Context: an optimization exercise on an open-source flow, tuned for small area, a short achievable clock period and few clock cycles per item. The choices shown serve that exercise and are no tape-out recipe. Only simulation tests tie the RTL to the original design; equivalence was not proved. No activity file was given, so power comes from the tool's default toggle rates.

## birch
Design RGB2YUV, start of the top module:
module RGB2YUV (start, clk, rst_n, inportR, inportG, inportB, done, outportY, outportU, outportV);
For scale: roughly 440 cells after synthesis, about 27 flip-flops, roughly 58 I/O pins, ~0.0051 mm2 of cells after synthesis.
==> flow/config.mk <==
export PLATFORM = sky130hd
export DESIGN_NAME = RGB2YUV
export DESIGN_NICKNAME = RGB2YUV
export VERILOG_FILES = /design/flow/design.v
export SDC_FILE = /design/flow/constraint.sdc
export NUM_CORES = 4
export LEC_CHECK = 0
export CAP_MARGIN = 20
export CORE_MARGIN = 2
export CORE_UTILIZATION = 70
export SETUP_SLACK_MARGIN = 3
export SLEW_MARGIN = 20
export SYNTH_HIERARCHICAL = 1
export SYNTH_MINIMUM_KEEP_SIZE = 0
==> flow/constraint.sdc <==
create_clock -name core_clock -period 10.0 [get_ports {clk}]
set_input_delay 2.0000 -clock core_clock [delete_from_list [all_inputs] [get_ports {clk}]]
set_output_delay 2.0000 -clock core_clock [all_outputs]
set_load 0.01 [all_outputs]
run.sh (not shown) runs the stock make flow with config.mk's settings and CLKGATE_MAP_FILE= SYNTH_SCRIPT=/design/flow/synth_recipe.tcl, a recipe that flattens the netlist after the stock synthesis.
birch: done, clean on timing, DRC and antenna
Testbench counts of birch, summed over its fixed seeds: cycles 3,208, items 3,200.
Relative to birch, the following input files were edited for oak:
Settings: changing SETUP_SLACK_MARGIN from 3 to 5.
--- outcome ---
- Diff oak..birch | portion of netlist area occupied by mux cells | unchanged
- Number of enable flip-flop cells after synthesis: birch vs oak identical
- Compared to birch, oak has pre-CTS setup slack 0.21 ns higher.
- As far as floorplan row count goes, birch and oak are indistinguishable; the numbers are identical.
- oak vs birch: number of gates given a new drive strength after cts up
- Summary of the comparison: final weighted congestion of routability-driven global placement is higher in oak, relative to birch.
- Re largest buffer count on any clock path: no difference whatsoever between birch and oak.
- oak | ERROR | 5_1_grt
- The half-perimeter wire length after placement in oak sits 550 um above the value recorded for birch.

RGB2YUV, a different RTL version from the one above (not shown whole).
Size in the first run: about 530 cells after synthesis, about 46 flip-flops, roughly 58 I/O pins, roughly 5900 um^2 of cells after synthesis.
==> flow/config.mk <==
export PLATFORM = sky130hd
export DESIGN_NAME = RGB2YUV
export DESIGN_NICKNAME = RGB2YUV
export VERILOG_FILES = /design/flow/design.v
export SDC_FILE = /design/flow/constraint.sdc
export NUM_CORES = 4
export LEC_CHECK = 0
export CAP_MARGIN = 20
export CORE_MARGIN = 2
export CORE_UTILIZATION = 55
export SLEW_MARGIN = 20
export SYNTH_HIERARCHICAL = 1
export SYNTH_MINIMUM_KEEP_SIZE = 0
==> flow/constraint.sdc <==
create_clock -name core_clock -period 10.0 [get_ports {clk}]
set_input_delay 2.0000 -clock core_clock [delete_from_list [all_inputs] [get_ports {clk}]]
set_output_delay 2.0000 -clock core_clock [all_outputs]
set_load 0.01 [all_outputs]
standard.sh (not shown) runs the stock make flow with config.mk's settings and CLKGATE_MAP_FILE= SYNTH_SCRIPT=/design/flow/synth_recipe.tcl, a recipe that flattens the netlist after the stock synthesis.
==> flow/flow/run.sh <==
#!/bin/bash
# The standard layout (standard.sh), except that the port buffers are
# sky130_fd_sc_hd__buf_1 cells rather than ORFS's default delay buffers, and timing
# repair aims for 5.4 ns of setup slack. Each run's output goes to its own log.
set -euo pipefail
export BUFFER_PORTS_ARGS="-buffer_cell sky130_fd_sc_hd__buf_1"
export SETUP_SLACK_MARGIN=5.4
bash standard.sh synth > synth.log 2>&1
bash standard.sh > layout.log 2>&1
Testbench counts at the start, summed over its fixed seeds: cycles 3,208, items 3,200.
Next try:
==> flow/flow/run.sh (replaced) <==
#!/bin/bash
# The standard layout, except that the port buffers are sky130_fd_sc_hd__buf_2
# cells rather than ORFS's default delay buffers, and timing repair aims for
# 5.5 ns of setup slack. Each run's output goes to its own log.
set -euo pipefail
export BUFFER_PORTS_ARGS="-buffer_cell sky130_fd_sc_hd__buf_2"
export SETUP_SLACK_MARGIN=5.5
bash standard.sh synth > synth.log 2>&1
bash standard.sh > layout.log 2>&1
Cell area came out higher by 4.0%.
Power grows by 5.0%.
Area after synthesis is unchanged.
Routed wire length increases by 7.0%.
Setup slack improved by 80 ps.
First-iteration DRC count climbs by 60%.
Via count is higher by 2.3%.
Maximum frequency is higher by 1.8%.
Worst hold slack degrades by 6.3 ps.
Sequential share of layout area is lower by 0.66 points.
Next try:
==> flow/flow/run.sh (replaced) <==
#!/bin/bash
# The standard layout (standard.sh), except that the port buffers are
# sky130_fd_sc_hd__buf_1 cells rather than ORFS's default delay buffers, and timing
# repair aims for 5.5 ns of setup slack. Each run's output goes to its own log.
set -euo pipefail
export BUFFER_PORTS_ARGS="-buffer_cell sky130_fd_sc_hd__buf_1"
export SETUP_SLACK_MARGIN=5.5
bash standard.sh synth > synth.log 2>&1
bash standard.sh > layout.log 2>&1
- CORE_UTILIZATION: 55 -> 45
What happened:
- The new run went through all stages and came out clean
- setup slack is worse by 32 ps
- hold slack is better by 7.8 ps
- total power is about the same
- global-route usage shrinks by 4.0 points
- clock skew is unchanged

==> static timing again, ports no longer ideal <==
The flow's constraints put no driver on any port. The routed layouts listed below were extracted and timed again, unchanged, in two steps. Step 1 sets driving cells, clkbuf_16 on the clock port and buf_2 on the other inputs (assumed; they add their load-dependent delay and slew). Step 2 adds t to the input delays and takes it off the output delays; t is the mean of the earliest and latest rising clock arrival at the registers after step 1. Input paths then give back, and output paths get back, about the clock's delay inside the block. Slacks: ideal ports / drivers / drivers and shift; pairs: ideal ports / drivers.
run | shift t [ns] | setup slack, ns | hold WS [ns]
birch | 0.294 | 3.344 / 3.349 / 3.054 | 0.516 / 0.516 / 0.516
the first run of note 2 | 0.332 | 5.430 / 5.437 / 5.105 | 0.530 / 0.530 / 0.530
the second run of note 2 | 0.336 | 5.510 / 5.488 / 5.209 | 0.524 / 0.524 / 0.524
the third run of note 2 | 0.340 | 5.478 / 5.476 / 5.136 | 0.531 / 0.531 / 0.531
After both steps setup and hold are still met in every run listed. The setup slack of the third run of note 2, which loses most, moves by -0.002 ns with the drivers and by -0.342 ns with both steps.
